From an optimization exercise on the open Yosys and OpenROAD flow, aimed at small area and a short achievable clock period; shortcuts taken in it are not production practice.
At most, simulation tests tie the RTL to the original design; equivalence was not proved.
Power is estimated from default activity; no workload was simulated.

==> v6 <==
==> flow/design.v <==
module gbx_len #(
    parameter W = 6
) (
    input  logic         clk,
    input  logic         rst,
    input  logic         tick,
    input  logic         start,
    input  logic         single,
    input  logic [W-1:0] length,
    output logic         en,
    output logic         en_n
);
    logic [W-1:0] cnt;
    logic step;
    assign step = tick & single;
    always_comb begin
        if (rst) en_n = 1'b0;
        else if (start) en_n = 1'b1;
        else if (step & (&cnt)) en_n = 1'b0;
        else en_n = en;
    end
    always_ff @(posedge clk) begin
        en <= en_n;
        if (start) cnt <= length | {W{~|length}};
        else if (step) cnt <= cnt + 1'b1;
    end
endmodule
module gbx_env (
    input  logic       clk,
    input  logic       tick,
    input  logic       start,
    input  logic [3:0] init,
    input  logic       inc,
    input  logic [2:0] n,
    output logic [3:0] vol_n
);
    logic [2:0] cnt;
    logic [3:0] vol;
    always_comb begin
        if (start) vol_n = init;
        else if (tick & (cnt == 3'd0) & (n != 3'd0) & inc) vol_n = (&vol) ? 4'd14 : vol + 1'b1;
        else vol_n = vol;
    end
    always_ff @(posedge clk) begin
        vol <= vol_n;
        if (start) cnt <= n;
        else if (tick) cnt <= (cnt != 3'd0) ? cnt - 1'b1 : n;
    end
endmodule
module gbx_pulse #(
    parameter SWEEP = 1
) (
    input  logic        clk,
    input  logic        len_rst,
    input  logic        len_clk,
    input  logic        env_clk,
    input  logic        sw_clk,
    input  logic        sp,
    input  logic [ 2:0] pace,
    input  logic        dec,
    input  logic [ 2:0] nsh,
    input  logic [ 1:0] duty_n,
    input  logic [ 5:0] length,
    input  logic [ 3:0] init,
    input  logic        inc,
    input  logic [ 2:0] nenv,
    input  logic        single,
    input  logic [10:0] freq,
    output logic [ 3:0] level_n,
    output logic        on
);
    logic [10:0] shadow;
    logic        ovf, ovf_n;
    generate
        if (SWEEP) begin : g_sweep
            logic [3:0] stimer;
            logic sen;
            logic [10:0] delta;
            logic [3:0] reload;
            logic step;
            assign delta  = shadow >> nsh;
            assign reload = (pace == 3'd0) ? 4'd8 : {1'b0, pace};
            assign step   = sw_clk & (stimer == 4'd0) & sen;
            always_comb begin
                if (sp) ovf_n = 1'b0;
                else if (step & ~dec & ~ovf) ovf_n = ({1'b0, shadow} + {1'b0, delta}) > 12'd2047;
                else ovf_n = ovf;
            end
            always_ff @(posedge clk) begin
                ovf <= ovf_n;
                if (sp) begin
                    shadow <= freq;
                    stimer <= reload;
                    sen    <= (pace != 3'd0) && (nsh != 3'd0);
                end else if (sw_clk) begin
                    if (stimer != 4'd0) stimer <= stimer - 1'b1;
                    else begin
                        stimer <= reload;
                        if (sen) begin
                            if (dec) shadow <= shadow - delta;
                            else if (~ovf) shadow <= shadow + delta;
                        end
                    end
                end
            end
        end else begin : g_nosweep
            always_ff @(posedge clk) begin
                if (sp) shadow <= freq;
            end
            assign ovf   = 1'b0;
            assign ovf_n = 1'b0;
        end
    endgenerate
    logic [3:0] vol_n;
    gbx_env envelope (
        .clk  (clk),
        .tick (env_clk),
        .start(sp),
        .init (init),
        .inc  (inc),
        .n    (nenv),
        .vol_n(vol_n)
    );
    logic len_en, len_en_n;
    gbx_len #(6) len (
        .clk   (clk),
        .rst   (len_rst),
        .tick  (len_clk),
        .start (sp),
        .single(single),
        .length(length),
        .en    (len_en),
        .en_n  (len_en_n)
    );
    logic [ 2:0] widx, widx_n;
    logic [10:0] pd;
    logic [ 1:0] pdc;
    logic        wrap;
    assign wrap = (pdc == 2'b00) & (&pd);
    always_comb begin
        if (sp) widx_n = 3'd0;
        else if (wrap) widx_n = widx + 1'b1;
        else widx_n = widx;
    end
    always_ff @(posedge clk) begin
        widx <= widx_n;
        if (sp) pdc <= 2'b11;
        else pdc <= pdc - 1'b1;
        if (sp) pd <= freq;
        else if (pdc == 2'b00) pd <= (&pd) ? shadow : pd + 1'b1;
    end
    logic wv_n;
    always_comb begin
        case (duty_n)
            2'b00:   wv_n = &widx_n;
            2'b01:   wv_n = &widx_n[2:1];
            2'b10:   wv_n = widx_n[2];
            default: wv_n = |widx_n[2:1];
        endcase
    end
    assign on      = len_en & ~ovf;
    assign level_n = (len_en_n & ~ovf_n & wv_n) ? vol_n : 4'b0000;
endmodule
module gbx_wave (
    input  logic        clk,
    input  logic        len_rst,
    input  logic        len_clk,
    input  logic        start,
    input  logic        sp,
    input  logic [ 7:0] length,
    input  logic [ 1:0] vol_n,
    input  logic        on,
    input  logic        on_n,
    input  logic        single,
    input  logic [10:0] freq,
    input  logic [ 7:0] byte_n,
    output logic [ 4:0] ptr,
    output logic [ 4:0] ptr_next,
    output logic [ 3:0] level_n,
    output logic        en
);
    logic [11:0] div;
    logic        wrap;
    assign wrap = &div;
    always_comb begin
        if (sp) ptr_next = 5'd0;
        else if (wrap & on) ptr_next = ptr + 1'b1;
        else ptr_next = ptr;
    end
    always_ff @(posedge clk) begin
        ptr <= ptr_next;
        if (sp | wrap) div <= {freq, 1'b0};
        else div <= div + 1'b1;
    end
    logic [3:0] sample_n;
    assign sample_n = ptr_next[0] ? byte_n[3:0] : byte_n[7:4];
    always_comb begin
        if (on_n) begin
            case (vol_n)
                2'b00:   level_n = 4'b0000;
                2'b01:   level_n = sample_n;
                2'b10:   level_n = {1'b0, sample_n[3:1]};
                default: level_n = {2'b00, sample_n[3:2]};
            endcase
        end else level_n = 4'b0000;
    end
    logic en_n;
    gbx_len #(8) len (
        .clk   (clk),
        .rst   (len_rst),
        .tick  (len_clk),
        .start (start),
        .single(single),
        .length(length),
        .en    (en),
        .en_n  (en_n)
    );
endmodule
module gbx_noise (
    input  logic       clk,
    input  logic       len_rst,
    input  logic       len_clk,
    input  logic       env_clk,
    input  logic       sp,
    input  logic [5:0] length,
    input  logic [3:0] init,
    input  logic       inc,
    input  logic [2:0] nenv,
    input  logic [3:0] shift,
    input  logic       width7,
    input  logic [2:0] ratio,
    input  logic       single,
    output logic [3:0] level_n,
    output logic       en
);
    logic [ 6:0] pdiv;
    logic [21:0] calc;
    assign pdiv = (ratio == 3'd0) ? 7'd8 : {ratio, 4'b0000};
    assign calc = {15'd0, pdiv} << shift;
    logic [21:0] ft;
    logic [14:0] lfsr, lfsr_n;
    logic        fb, fire;
    assign fb   = lfsr[0] ^ lfsr[1];
    assign fire = (ft == 22'd0);
    always_comb begin
        if (sp) lfsr_n = {15{1'b1}};
        else if (fire) lfsr_n = width7 ? {fb, lfsr[14:8], fb, lfsr[6:1]} : {fb, lfsr[14:1]};
        else lfsr_n = lfsr;
    end
    always_ff @(posedge clk) begin
        lfsr <= lfsr_n;
        if (sp | fire) ft <= calc;
        else ft <= ft - 1'b1;
    end
    logic [3:0] vol_n;
    gbx_env envelope (
        .clk  (clk),
        .tick (env_clk),
        .start(sp),
        .init (init),
        .inc  (inc),
        .n    (nenv),
        .vol_n(vol_n)
    );
    logic en_n;
    gbx_len #(6) len (
        .clk   (clk),
        .rst   (len_rst),
        .tick  (len_clk),
        .start (sp),
        .single(single),
        .length(length),
        .en    (en),
        .en_n  (en_n)
    );
    assign level_n = (en_n & ~lfsr_n[0]) ? vol_n : 4'b0000;
endmodule
module gb_apu (
    input  logic        clk,
    input  logic        reset,
    input  logic [15:0] addr_i,
    input  logic [ 7:0] data_i,
    input  logic        wren,
    output logic [ 7:0] data_o,
    output logic [15:0] left,
    output logic [15:0] right
);
    logic       hi_ok, in_regs, in_wave, is26;
    logic [4:0] ridx;
    assign hi_ok   = (addr_i[15:6] == 10'b1111111100);
    assign in_regs = hi_ok & (addr_i[5] ^ addr_i[4]);
    assign in_wave = hi_ok & addr_i[5] & addr_i[4];
    assign ridx    = {~addr_i[4], addr_i[3:0]};
    assign is26    = in_regs & (ridx == 5'd22);
    logic [31:0][7:0] regs, regs_n;
    logic             se;
    assign se = regs[22][7];
    logic       clr, wr_ok;
    logic [7:0] dcol;
    assign clr   = reset | (wren & is26 & ~data_i[7]);
    assign wr_ok = wren & in_regs & (se | (is26 & data_i[7]));
    assign dcol  = data_i & {8{~clr}};
    integer i;
    always_comb begin
        for (i = 0; i < 32; i = i + 1) begin
            regs_n[i] = (clr | (wr_ok & (ridx == i[4:0]))) ? dcol : regs[i];
        end
    end
    always_ff @(posedge clk) regs <= regs_n;
    logic [15:0][7:0] wave;
    logic [7:0] cur_byte, byte_n;
    logic [4:0] ptr, ptr_next;
    logic [3:0] wave_waddr;
    logic       wave_we, ch3_dac;
    assign ch3_dac    = regs[10][7];
    assign wave_waddr = ch3_dac ? ptr[4:1] : addr_i[3:0];
    assign wave_we    = ~reset & wren & in_wave;
    integer k;
    always_ff @(posedge clk) begin
        for (k = 0; k < 16; k = k + 1) begin
            if (wave_we & (wave_waddr == k[3:0])) wave[k] <= data_i;
        end
    end
    assign byte_n = (wave_we && (wave_waddr == ptr_next[4:1])) ? data_i : wave[ptr_next[4:1]];
    always_ff @(posedge clk) cur_byte <= byte_n;
    logic [3:0] trig_w, start, sp;
    assign trig_w[0] = wren & data_i[7] & (addr_i == 16'hFF14);
    assign trig_w[1] = wren & data_i[7] & (addr_i == 16'hFF19);
    assign trig_w[2] = wren & data_i[7] & (addr_i == 16'hFF1E);
    assign trig_w[3] = wren & data_i[7] & (addr_i == 16'hFF23);
    always_ff @(posedge clk) begin
        if (~reset) start <= trig_w;
        sp <= reset ? 4'b0000 : (trig_w & ~start);
    end
    logic [15:0] fdiv;
    always_ff @(posedge clk) begin
        if (reset) fdiv <= 16'd0;
        else fdiv <= fdiv + 1'b1;
    end
    logic len_clk, sw_clk, env_clk;
    assign len_clk = &fdiv[13:0];
    assign sw_clk  = &fdiv[14:0];
    assign env_clk = &fdiv[15:0];
    logic [3:0] lv1_n, lv2_n, lv3_n, lv4_n;
    logic ch1_on, ch2_on, ch3_on, ch4_on;
    gbx_pulse #(1) channel_1 (
        .clk    (clk),
        .len_rst(~se),
        .len_clk(len_clk),
        .env_clk(env_clk),
        .sw_clk (sw_clk),
        .sp     (sp[0]),
        .pace   (regs[0][6:4]),
        .dec    (regs[0][3]),
        .nsh    (regs[0][2:0]),
        .duty_n (regs_n[1][7:6]),
        .length (regs[1][5:0]),
        .init   (regs[2][7:4]),
        .inc    (regs[2][3]),
        .nenv   (regs[2][2:0]),
        .single (regs[4][6]),
        .freq   ({regs[4][2:0], regs[3]}),
        .level_n(lv1_n),
        .on     (ch1_on)
    );
    gbx_pulse #(0) channel_2 (
        .clk    (clk),
        .len_rst(~se),
        .len_clk(len_clk),
        .env_clk(env_clk),
        .sw_clk (sw_clk),
        .sp     (sp[1]),
        .pace   (3'd0),
        .dec    (1'b0),
        .nsh    (3'd0),
        .duty_n (regs_n[6][7:6]),
        .length (regs[6][5:0]),
        .init   (regs[7][7:4]),
        .inc    (regs[7][3]),
        .nenv   (regs[7][2:0]),
        .single (regs[9][6]),
        .freq   ({regs[9][2:0], regs[8]}),
        .level_n(lv2_n),
        .on     (ch2_on)
    );
    gbx_wave channel_3 (
        .clk     (clk),
        .len_rst (~se),
        .len_clk (len_clk),
        .start   (start[2]),
        .sp      (sp[2]),
        .length  (regs[11]),
        .vol_n   (regs_n[12][6:5]),
        .on      (ch3_dac),
        .on_n    (regs_n[10][7]),
        .single  (regs[14][6]),
        .freq    ({regs[14][2:0], regs[13]}),
        .byte_n  (byte_n),
        .ptr     (ptr),
        .ptr_next(ptr_next),
        .level_n (lv3_n),
        .en      (ch3_on)
    );
    gbx_noise channel_4 (
        .clk    (clk),
        .len_rst(~se),
        .len_clk(len_clk),
        .env_clk(env_clk),
        .sp     (sp[3]),
        .length (regs[16][5:0]),
        .init   (regs[17][7:4]),
        .inc    (regs[17][3]),
        .nenv   (regs[17][2:0]),
        .shift  (regs[18][7:4]),
        .width7 (regs[18][3]),
        .ratio  (regs[18][2:0]),
        .single (regs[19][6]),
        .level_n(lv4_n),
        .en     (ch4_on)
    );
    always_comb begin
        if (in_regs) begin
            if (ridx == 5'd22) data_o = {se, 3'b000, ch4_on, ch3_on, ch2_on, ch1_on};
            else data_o = regs[ridx];
        end else if (in_wave) data_o = ch3_dac ? cur_byte : wave[addr_i[3:0]];
        else data_o = 8'hFF;
    end
    logic [7:0] pan_n;
    assign pan_n = regs_n[21];
    logic [5:0] sum_l, sum_r;
    always_ff @(posedge clk) begin
        sum_l <= (pan_n[4] ? {2'b00, lv1_n} : 6'd0) + (pan_n[5] ? {2'b00, lv2_n} : 6'd0)
               + (pan_n[6] ? {2'b00, lv3_n} : 6'd0) + (pan_n[7] ? {2'b00, lv4_n} : 6'd0);
        sum_r <= (pan_n[0] ? {2'b00, lv1_n} : 6'd0) + (pan_n[1] ? {2'b00, lv2_n} : 6'd0)
               + (pan_n[2] ? {2'b00, lv3_n} : 6'd0) + (pan_n[3] ? {2'b00, lv4_n} : 6'd0);
    end
    logic [2:0] vl, vr;
    assign vl = regs[20][6:4] & {3{se}};
    assign vr = regs[20][2:0] & {3{se}};
    logic [8:0] mix_l, mix_r;
    assign mix_l = (vl[0] ? {3'd0, sum_l} : 9'd0) + (vl[1] ? {2'd0, sum_l, 1'b0} : 9'd0)
                 + (vl[2] ? {1'd0, sum_l, 2'b0} : 9'd0);
    assign mix_r = (vr[0] ? {3'd0, sum_r} : 9'd0) + (vr[1] ? {2'd0, sum_r, 1'b0} : 9'd0)
                 + (vr[2] ? {1'd0, sum_r, 2'b0} : 9'd0);
    assign left  = {1'b0, mix_l, 6'b0};
    assign right = {1'b0, mix_r, 6'b0};
endmodule
==> flow/run.sh <==
#!/bin/bash
# synth_recipe.tcl (not shown) runs the flow's synth.tcl, then flattens the netlist and writes it again
# the make line also repeats each setting of config.mk as NAME=value (left out here)
make -C /OpenROAD-flow-scripts/flow DESIGN_CONFIG=/design/flow/config.mk WORK_HOME=/design/flow/orfs CLKGATE_MAP_FILE= SYNTH_SCRIPT=/design/flow/synth_recipe.tcl finish
==> flow/config.mk <==
export PLATFORM = sky130hd
export DESIGN_NAME = gb_apu
export DESIGN_NICKNAME = gb_apu
export VERILOG_FILES = /design/flow/design.v
export SDC_FILE = /design/flow/constraint.sdc
export NUM_CORES = 4
export LEC_CHECK = 0
export CAP_MARGIN = 20
export CORE_MARGIN = 2
export CORE_UTILIZATION = 40
export SETUP_SLACK_MARGIN = 4
export SLEW_MARGIN = 20
==> flow/constraint.sdc <==
create_clock -name core_clock -period 11.0 [get_ports {clk}]
set_input_delay 2.2000 -clock core_clock [delete_from_list [all_inputs] [get_ports {clk}]]
set_output_delay 2.2000 -clock core_clock [all_outputs]
set_load 0.01 [all_outputs]
==> v20: changes against v6 <==
--- a/flow/design.v
+++ b/flow/design.v
@@ -79,10 +79,12 @@
             logic [3:0] reload;
             logic step;
+            logic [11:0] res;
             assign delta  = shadow >> nsh;
             assign reload = (pace == 3'd0) ? 4'd8 : {1'b0, pace};
             assign step   = sw_clk & (stimer == 4'd0) & sen;
+            assign res    = {1'b0, shadow} + {1'b0, delta ^ {11{dec}}} + {11'd0, dec};
             always_comb begin
                 if (sp) ovf_n = 1'b0;
-                else if (step & ~dec & ~ovf) ovf_n = ({1'b0, shadow} + {1'b0, delta}) > 12'd2047;
+                else if (step & ~dec & ~ovf) ovf_n = res[11];
                 else ovf_n = ovf;
             end
@@ -97,8 +99,5 @@
                     else begin
                         stimer <= reload;
-                        if (sen) begin
-                            if (dec) shadow <= shadow - delta;
-                            else if (~ovf) shadow <= shadow + delta;
-                        end
+                        if (sen & (dec | ~ovf)) shadow <= res[10:0];
                     end
                 end
@@ -286,23 +285,29 @@
     output logic [15:0] right
 );
-    logic       hi_ok, in_regs, in_wave, is26;
+    logic       hi_ok, in_lo, in_hi, in_regs, in_wave, is26;
     logic [4:0] ridx;
     assign hi_ok   = (addr_i[15:6] == 10'b1111111100);
-    assign in_regs = hi_ok & (addr_i[5] ^ addr_i[4]);
+    assign in_lo   = hi_ok & ~addr_i[5] & addr_i[4];
+    assign in_hi   = hi_ok & addr_i[5] & ~addr_i[4];
+    assign in_regs = in_lo | in_hi;
     assign in_wave = hi_ok & addr_i[5] & addr_i[4];
     assign ridx    = {~addr_i[4], addr_i[3:0]};
-    assign is26    = in_regs & (ridx == 5'd22);
+    assign is26    = (addr_i == 16'hFF26);
     logic [31:0][7:0] regs, regs_n;
     logic             se;
     assign se = regs[22][7];
-    logic       clr, wr_ok;
+    logic       clr;
     logic [7:0] dcol;
-    assign clr   = reset | (wren & is26 & ~data_i[7]);
-    assign wr_ok = wren & in_regs & (se | (is26 & data_i[7]));
-    assign dcol  = data_i & {8{~clr}};
+    assign clr  = reset | (wren & is26 & ~data_i[7]);
+    assign dcol = data_i & {8{~clr}};
+    logic [31:0] wsel;
     integer i;
     always_comb begin
         for (i = 0; i < 32; i = i + 1) begin
-            regs_n[i] = (clr | (wr_ok & (ridx == i[4:0]))) ? dcol : regs[i];
+            if (i == 22) wsel[i] = wren & is26 & (se | data_i[7]);
+            else wsel[i] = wren & se & (addr_i == 16'hFF10 + i[15:0]);
+        end
+        for (i = 0; i < 32; i = i + 1) begin
+            regs_n[i] = (clr | wsel[i]) ? dcol : regs[i];
         end
     end
@@ -419,9 +424,12 @@
         .en     (ch4_on)
     );
+    logic [31:0][7:0] rdarr;
+    always_comb begin
+        rdarr     = regs;
+        rdarr[22] = {se, 3'b000, ch4_on, ch3_on, ch2_on, ch1_on};
+    end
     always_comb begin
-        if (in_regs) begin
-            if (ridx == 5'd22) data_o = {se, 3'b000, ch4_on, ch3_on, ch2_on, ch1_on};
-            else data_o = regs[ridx];
-        end else if (in_wave) data_o = ch3_dac ? cur_byte : wave[addr_i[3:0]];
+        if (in_regs) data_o = rdarr[ridx];
+        else if (in_wave) data_o = ch3_dac ? cur_byte : wave[addr_i[3:0]];
         else data_o = 8'hFF;
     end
==> flow/flow/run.sh (new file) <==
#!/bin/bash
cp standard.sh standard_sh_copy.txt
cp config.mk config_mk_copy.txt
export BUFFER_PORTS_ARGS="-buffer_cell sky130_fd_sc_hd__buf_2"
bash standard.sh > standard_flow.log 2>&1
==> flow/standard.sh (new file) <==
#!/bin/bash
# synth_recipe.tcl (not shown) runs the flow's synth.tcl, then flattens the netlist and writes it again
# the make line also repeats each setting of config.mk as NAME=value (left out here)
make -C /OpenROAD-flow-scripts/flow DESIGN_CONFIG=/design/flow/config.mk WORK_HOME=/design/flow/orfs CLKGATE_MAP_FILE= SYNTH_SCRIPT=/design/flow/synth_recipe.tcl "${@:-finish}"
- CAP_MARGIN: 20 -> 0
- CORE_UTILIZATION: 40 -> 60
- CTS_CLUSTER_DIAMETER: not set -> 80
- CTS_CLUSTER_SIZE: not set -> 30
- SETUP_SLACK_MARGIN: 4 -> 4.6
- SLEW_MARGIN: 20 -> 0
removed: flow/run.sh
==> v1: changes against v6 <==
--- a/flow/design.v
+++ b/flow/design.v
@@ -79,10 +79,12 @@
             logic [3:0] reload;
             logic step;
+            logic [11:0] res;
             assign delta  = shadow >> nsh;
             assign reload = (pace == 3'd0) ? 4'd8 : {1'b0, pace};
             assign step   = sw_clk & (stimer == 4'd0) & sen;
+            assign res    = {1'b0, shadow} + {1'b0, delta ^ {11{dec}}} + {11'd0, dec};
             always_comb begin
                 if (sp) ovf_n = 1'b0;
-                else if (step & ~dec & ~ovf) ovf_n = ({1'b0, shadow} + {1'b0, delta}) > 12'd2047;
+                else if (step & ~dec & ~ovf) ovf_n = res[11];
                 else ovf_n = ovf;
             end
@@ -97,8 +99,5 @@
                     else begin
                         stimer <= reload;
-                        if (sen) begin
-                            if (dec) shadow <= shadow - delta;
-                            else if (~ovf) shadow <= shadow + delta;
-                        end
+                        if (sen & (dec | ~ovf)) shadow <= res[10:0];
                     end
                 end
@@ -286,23 +285,29 @@
     output logic [15:0] right
 );
-    logic       hi_ok, in_regs, in_wave, is26;
+    logic       hi_ok, in_lo, in_hi, in_regs, in_wave, is26;
     logic [4:0] ridx;
     assign hi_ok   = (addr_i[15:6] == 10'b1111111100);
-    assign in_regs = hi_ok & (addr_i[5] ^ addr_i[4]);
+    assign in_lo   = hi_ok & ~addr_i[5] & addr_i[4];
+    assign in_hi   = hi_ok & addr_i[5] & ~addr_i[4];
+    assign in_regs = in_lo | in_hi;
     assign in_wave = hi_ok & addr_i[5] & addr_i[4];
     assign ridx    = {~addr_i[4], addr_i[3:0]};
-    assign is26    = in_regs & (ridx == 5'd22);
+    assign is26    = (addr_i == 16'hFF26);
     logic [31:0][7:0] regs, regs_n;
     logic             se;
     assign se = regs[22][7];
-    logic       clr, wr_ok;
+    logic       clr;
     logic [7:0] dcol;
-    assign clr   = reset | (wren & is26 & ~data_i[7]);
-    assign wr_ok = wren & in_regs & (se | (is26 & data_i[7]));
-    assign dcol  = data_i & {8{~clr}};
+    assign clr  = reset | (wren & is26 & ~data_i[7]);
+    assign dcol = data_i & {8{~clr}};
+    logic [31:0] wsel;
     integer i;
     always_comb begin
         for (i = 0; i < 32; i = i + 1) begin
-            regs_n[i] = (clr | (wr_ok & (ridx == i[4:0]))) ? dcol : regs[i];
+            if (i == 22) wsel[i] = wren & is26 & (se | data_i[7]);
+            else wsel[i] = wren & se & (addr_i == 16'hFF10 + i[15:0]);
+        end
+        for (i = 0; i < 32; i = i + 1) begin
+            regs_n[i] = (clr | wsel[i]) ? dcol : regs[i];
         end
     end
@@ -322,5 +327,7 @@
         end
     end
-    assign byte_n = (wave_we && (wave_waddr == ptr_next[4:1])) ? data_i : wave[ptr_next[4:1]];
+    logic byte_hit;
+    assign byte_hit = wave_we & ch3_dac & (ptr[4:1] == ptr_next[4:1]);
+    assign byte_n   = byte_hit ? data_i : wave[ptr_next[4:1]];
     always_ff @(posedge clk) cur_byte <= byte_n;
     logic [3:0] trig_w, start, sp;
@@ -419,9 +426,12 @@
         .en     (ch4_on)
     );
+    logic [31:0][7:0] rdarr;
+    always_comb begin
+        rdarr     = regs;
+        rdarr[22] = {se, 3'b000, ch4_on, ch3_on, ch2_on, ch1_on};
+    end
     always_comb begin
-        if (in_regs) begin
-            if (ridx == 5'd22) data_o = {se, 3'b000, ch4_on, ch3_on, ch2_on, ch1_on};
-            else data_o = regs[ridx];
-        end else if (in_wave) data_o = ch3_dac ? cur_byte : wave[addr_i[3:0]];
+        if (in_regs) data_o = rdarr[ridx];
+        else if (in_wave) data_o = ch3_dac ? cur_byte : wave[addr_i[3:0]];
         else data_o = 8'hFF;
     end
==> flow/flow/run.sh (new file) <==
#!/bin/bash
cp standard.sh standard_sh_copy.txt
cp config.mk config_mk_copy.txt
export BUFFER_PORTS_ARGS="-buffer_cell sky130_fd_sc_hd__buf_2"
bash standard.sh > standard_flow.log 2>&1
==> flow/standard.sh (new file) <==
#!/bin/bash
# synth_recipe.tcl (not shown) runs the flow's synth.tcl, then flattens the netlist and writes it again
# the make line also repeats each setting of config.mk as NAME=value (left out here)
make -C /OpenROAD-flow-scripts/flow DESIGN_CONFIG=/design/flow/config.mk WORK_HOME=/design/flow/orfs CLKGATE_MAP_FILE= SYNTH_SCRIPT=/design/flow/synth_recipe.tcl "${@:-finish}"
- CORE_UTILIZATION: 40 -> 70
- CTS_CLUSTER_DIAMETER: not set -> 80
- CTS_CLUSTER_SIZE: not set -> 30
- PLACE_DENSITY: not set -> 0.75
- SETUP_SLACK_MARGIN: 4 -> 4.65
removed: flow/run.sh
==> summary of the runs <==
Between v20 and v1, the lower non-clock buffer count is in v20 (gap 3). Against v1, the register-to-register slack of v20 is better by 0.02 ns. In fmax, v20 and v1 hardly differ. Core utilization: v1 > v20 > v6. Power: v6 > v20 > v1.
For v6 and v1, only the layout was checked, not whether the RTL still works.

==> what the ideal ports hide <==
Ports are ideal in the flow. The routed layouts listed here were re-timed in OpenROAD.
Step 1 assumes that a clkbuf_16 drives the clock port and a buf_2 every other input.
Step 2 also shifts input and output timing later by t, the mid clock arrival at the registers, as if the neighbouring blocks saw the same clock.
Three values: ideal, step 1, step 2; two values: the first two.
run	t, ns	setup WS [ns]	worst hold slack (ns)	worst setup path at the end
v6	0.663	3.885 / 3.726 / 3.638	0.398 / 0.398 / 0.398	input to register
v20	0.641	4.594 / 4.267 / 4.133	0.407 / 0.407 / 0.407	input to register
v1	0.672	4.583 / 4.419 / 4.133	0.401 / 0.401 / 0.401	input to register
After both steps setup and hold are still met in every run listed. For v20, which loses most, drivers alone change the setup slack by -0.327 ns; drivers and shift together by -0.461 ns.
